This design comes from an exercise in tuning for small area and a short achievable clock period on the open sky130 flow, not from production work.
The RTL was checked by simulation tests, not by an equivalence proof against the original design.
Power is estimated from default activity; no workload was simulated.

## flow/config.mk

```make
export PLATFORM = sky130hd
export DESIGN_NAME = adder
export DESIGN_NICKNAME = adder
export VERILOG_FILES = /design/flow/design.v
export SDC_FILE = /design/flow/constraint.sdc
export NUM_CORES = 4
export LEC_CHECK = 0
export CAP_MARGIN = 20
export CORE_AREA = 10 10 550 550
export DIE_AREA = 0 0 560 560
export SLEW_MARGIN = 20
```

## flow/constraint.sdc

```tcl
create_clock -name core_clock -period 10.0 [get_ports {clk}]
set_input_delay 2.0000 -clock core_clock [delete_from_list [all_inputs] [get_ports {clk}]]
set_output_delay 2.0000 -clock core_clock [all_outputs]
set_load 0.01 [all_outputs]
```

## flow/design.v

```verilog
module adder #(
    parameter N = 512,                           
    parameter p = 512'h65b48e8f740f89bffc8ab0d15e3e4c4ab42d083aedc88c425afbfcc69322c9cda7aac6c567f35507516730cc1f0b4f25c2721bf457aca8351b81b90533c6c87b,  
    parameter word_size = 32,
    parameter chunks = N/word_size
    ) (
    input clk,
    input rst,
    input c_in,
    input wire [N-1:0] X, Y,
    output wire [N:0] Z,
    output reg done
);
reg state;
reg [N-1:0] sum;
integer i;
reg [word_size:0] sum_partials0 [0:chunks-1];
reg [word_size:0] sum_partials1 [0:chunks-1];
reg [chunks-1:0] carry;
assign Z[N-1:0] = sum[N-1:0];
assign Z[N] = carry[chunks-1];
always@ (posedge clk) begin
    if (rst) begin
        state <= 1'b0;
	done <= 1'b0;
    end
    else begin
        if (state) begin
            done <= 1'b1;
        end
        else begin
            for (i = 0; i < chunks; i = i + 1) begin
                sum_partials0[i] <= X[32*i + 31 -: 32] + Y[32*i + 31 -: 32];
		sum_partials1[i] <= X[32*i + 31 -: 32] + Y[32*i + 31 -: 32] + 1'b1;
            end
            state <= 1'b1;
        end
    end
end
always@(*) begin
    begin
            for (i = 0; i < chunks; i = i + 1) begin
                if (i==0) begin
			if (c_in) begin
				sum[31:0] = sum_partials1[0][31:0];
                    		carry [0] = sum_partials1[0][32];
			end
			else begin
                    		sum[31:0] = sum_partials0[0][31:0];
                    		carry [0] = sum_partials0[0][32];
			end
                end
                else begin
                    if (carry [i-1]) begin
                        carry [i] = sum_partials1[i][32];
                        sum[(i+1)*word_size-1 -: word_size] = sum_partials1[i][31:0];
                    end
                    else begin
                        carry [i] = sum_partials0[i][32];
                        sum[(i+1)*word_size-1 -: word_size] = sum_partials0[i][31:0];
                    end
                end
            end
    end
end
endmodule
```

## flow/run.sh

```bash
#!/bin/bash
# synth_recipe.tcl (not shown) runs the flow's synth.tcl, then flattens the netlist and writes it again
# the make line also repeats each setting of config.mk as NAME=value (left out here)
make -C /OpenROAD-flow-scripts/flow DESIGN_CONFIG=/design/flow/config.mk WORK_HOME=/design/flow/orfs CLKGATE_MAP_FILE= SYNTH_SCRIPT=/design/flow/synth_recipe.tcl finish
```

==> results.ini <==
[outcome]
status = finished clean

[sta]
hold_viol = 0
slew_violations = 0
rsz0062_at_grt = false
tightest_slew_ns = 1.16
fmax_mhz = 114
fin_worst_skew_ns = 0.0402
post-route-period-util_pct = 88.0
whs_ns = 0.488
slew_headroom_pct = 20.3
worst_slack_ns = 1.20
finalSetupViolations = 0
min_period_ns = 8.80

[floorplan]
die_w_um = 560
num_rows = 198
die_area_sq_um = 314000
fp.dieH_um = 560
initial_core_util_pct = 25.8
fp.coreArea_sq_um = 291000
ioPinCount = 1541

[synthesis]
seq_area_frac_synth_pct = 42.3
synth_edf_count = 1056
ys_warn_count = 3
syn_area_sq_um = 75100
synthCells = 7216
synth-seq-cells = 1058
synth-async-reset-ratio_pct = 0
syn_avg_cell_area_sq_um = 10.4
synthDistinctLibCells = 102
synth_flop_cell = edfxtp_1
synth_nets = 8787

[worst_setup_path]
critPathCaptureType = primary output
cp_slowest_cell = clkdlybuf4s50_1
arrival_ns = 6.80
path_cells = buf_2 -> mux2i_4 -> buf_4 -> nand4_1 -> nand3_1 -> o221a_1 -> nor2_1 -> nand2_2 -> mux2i_4 -> mux2_2 -> nor2_4 -> mux2i_4 -> mux2i_4 -> buf_4 -> mux2_1 -> clkdlybuf4s50_1
startpoint_type = input port
cp.required_ns = 8.00
cpMostUsedCell = mux2i_4
path_class = input port to primary output
crit_buf_inv = 4
crit_path_max_fanout = 34
slowest_delay_ns = 0.51
crit_family = multiplexers

[flow_run]
drv_cap = 0

[grt]
track_usage_pct = 21.7
overflow = 0
grt_pass1_vias = 64600
grt_max_degree = 148
grt_pass1_wl_mm = 496
antenna_found_initial = 128

[clocking]
cts_made_buffers = 140
htree_levels = 4
holdBufCountCts = 0
cts_resized = 0
cts_tree = built
clk_pin_slew_ns = 0.06
cts_sinks = 1058
cts_buffer_depth = 4
postCtsSetupRepairBufs = 0
cts_root_buffer = clkbuf_16
clock_latency_ns = 0.84

[routing]
wirelength_mm = 361
postRouteAntennaNets = 0
post_drt_wl_per_cell_um = 28.0
firstDrtPassIters = 7
drc = 0
vias = 65700
drtIter0Drc = 5636
viasPerCell = 5.09

[layout]
drive_above_1_share_pct = 8.39
fillers = 29200
multi_input_area_sq_um = 41700
fin_nets = 10400
seqCellArea_sq_um = 31800
syn_to_final_growth_pct = 33.7
layout.cells.non_filler = 12900
final_area_sq_um = 100000

[placed_design]
placed_cell_area_sq_um = 95400
place.port_buffers = 1540
place_inst = 12600
pre_cts_ws_ns = 1.04
gp_congestion = 0.990
dp_hpwl_mm = 305

[worst_hold_path]
min_path_type = flip-flop to flip-flop

[power]
p_leak_nw = 37.6
ir_drop_mv = 0.123
p_total_mw = 16.7
p_per_area_nw_per_um2 = 166

[logic make-up after synthesis]
kind of cell,after synthesis,share of synthesized area [%]
adder cells (fa/ha/maj),544,9.23
AO/OA/AOI/OAI,1641,14.6
buffers and inverters,471,2.40
multiplexers,447,6.71
XOR/XNOR,892,10.4
AND/OR/NAND/NOR,2163,14.3
flip-flops,1058,42.3
[worst paths after layout]
path	cells after the start	endpoint	start	slack [ns]
setup / recovery	16	Z[434]	c_in	1.20
hold / removal	2	done$_SDFFE_PP0P_	done$_SDFFE_PP0P_	0.49
hold reg to reg	2	done$_SDFFE_PP0P_	done$_SDFFE_PP0P_	0.49
setup reg to reg	3	sum_partials0[1][21]$_DFFE_PP_	state$_DFF_P_	7.03
[stage by stage]
stage          TNS [ns]  util, %
2_1_floorplan  -8435.80        -
3_3_place_gp          0     32.8
3_5_place_dp          0     32.8
4_1_cts               0     34.5
5_1_grt               0     34.5
6_report              0     34.6
[worst register-to-register path: cells and delay by family, from the launching register on]
family | cells | cell delay (ns)
buffers and inverters | 2 | 1.72
AND/OR/NAND/NOR | 1 | 0.48
flip-flops | 1 | 0.33
[power by group]
group | switching (mW) | leakage [nW] | total [mW] | internal, mW
clock | 2.15 | 2.30 | 5.34 | 3.19
sequential | 0.198 | 9.93 | 5.73 | 5.53
combinational | 3.21 | 25.4 | 5.59 | 2.38
[cells in the mapped netlist, drive strengths merged (54+ instances only)]
cell type | count | area (sq um)
and2 | 69 | 432
a21oi | 443 | 2220
nand2b | 117 | 732
clkbuf | 143 | 537
a211oi | 87 | 653
o21a | 94 | 706
nand4 | 139 | 870
inv | 306 | 1150
and3 | 114 | 713
o21ai | 244 | 1220
xor2 | 286 | 2500
a21o | 271 | 2030
ha | 528 | 6610
nor2b | 62 | 388
edfxtp | 1056 | 31700
mux2 | 424 | 4780
nand2 | 664 | 2490
o21bai | 80 | 601
nor2 | 374 | 1410
a31oi | 54 | 338
nor3 | 152 | 766
xnor2 | 606 | 5310
nand3 | 248 | 1240
[per-layer routing]
layer / part of all wire (%) / global-route usage (%) / wire length, um / vias to the layer above
li1: - / - / - / 30300
met1: 38 / 25.0 / 139000 / 31800
met2: 48 / 37.0 / 174000 / 3015
met3: 7.3 / 5.12 / 26400 / 631
met4: 6.2 / 11.9 / 22300 / 26
met5: 0.048 / 0 / 175 / -
[cell type report]
cell class | count | area share, %
Multi-Input combinational cell | 5687 | 41.5
Tap cell | 3900 | 4.86
Sequential cell | 1058 | 31.6
Clock inverter | 88 | 1.11
Inverter | 306 | 1.14
Antenna cell | 118 | 0.294
Clock buffer | 162 | 3.63
Timing Repair Buffer | 1601 | 15.8
[cells in the final DEF, fill, tap and decap left out, types with 19 or more instances in the layout]
master           instances
clkdlybuf4s50_1       1518
edfxtp_1              1056
nand2_1                662
xnor2_1                606
ha_1                   528
a21oi_1                443
nor2_1                 370
mux2_2                 359
inv_1                  306
xor2_1                 285
a21o_1                 271
nand3_1                248
o21ai_0                231
nor3_1                 150
clkbuf_16              143
nand4_1                139
diode_2                118
nand2b_1               117
and3_1                 114
o21a_1                  94
a211oi_1                86
o21bai_1                80
buf_4                   75
and2_1                  67
mux2_1                  64
nor2b_1                 62
a31oi_1                 54
o211ai_1                51
nor4_1                  42
a311o_1                 38
and4_1                  34
o31ai_1                 27
or2_2                   26
or3_1                   26
bufinv_16               21
a211o_1                 19
clkbuf_1                19
clkinv_2                19
[sequential cells by signal (all words and copies together) (netlist names)]
| register | flops |
|---|---|
| sum_partials0 | 528 |
| sum_partials1 | 528 |
| done | 1 |
| state | 1 |

## separate check: timing with driven ports
Ports are ideal in the flow. The routed layout listed here was re-timed in OpenROAD. Step 1, drivers: a clkbuf_16 drives clk and a buf_2 each remaining input, both assumed. Step 2, shift: input delay + t, output delay - t, t = (earliest + latest rising clock arrival at the registers) / 2. This alone moves slack from input paths to output paths. a / b / c = ideal / step 1 / step 2; a / b = the first two.
t, ns: 0.904
slack for setup (ns): 1.202 / 1.022 / 1.022
worst hold slack (ns): 0.488 / 0.488 / 0.488
worst data-port slew with drivers (ns): 0.42
After both steps setup and hold are still met in this run. The setup slack of this run moves by -0.180 ns with the drivers and by -0.180 ns with both steps.
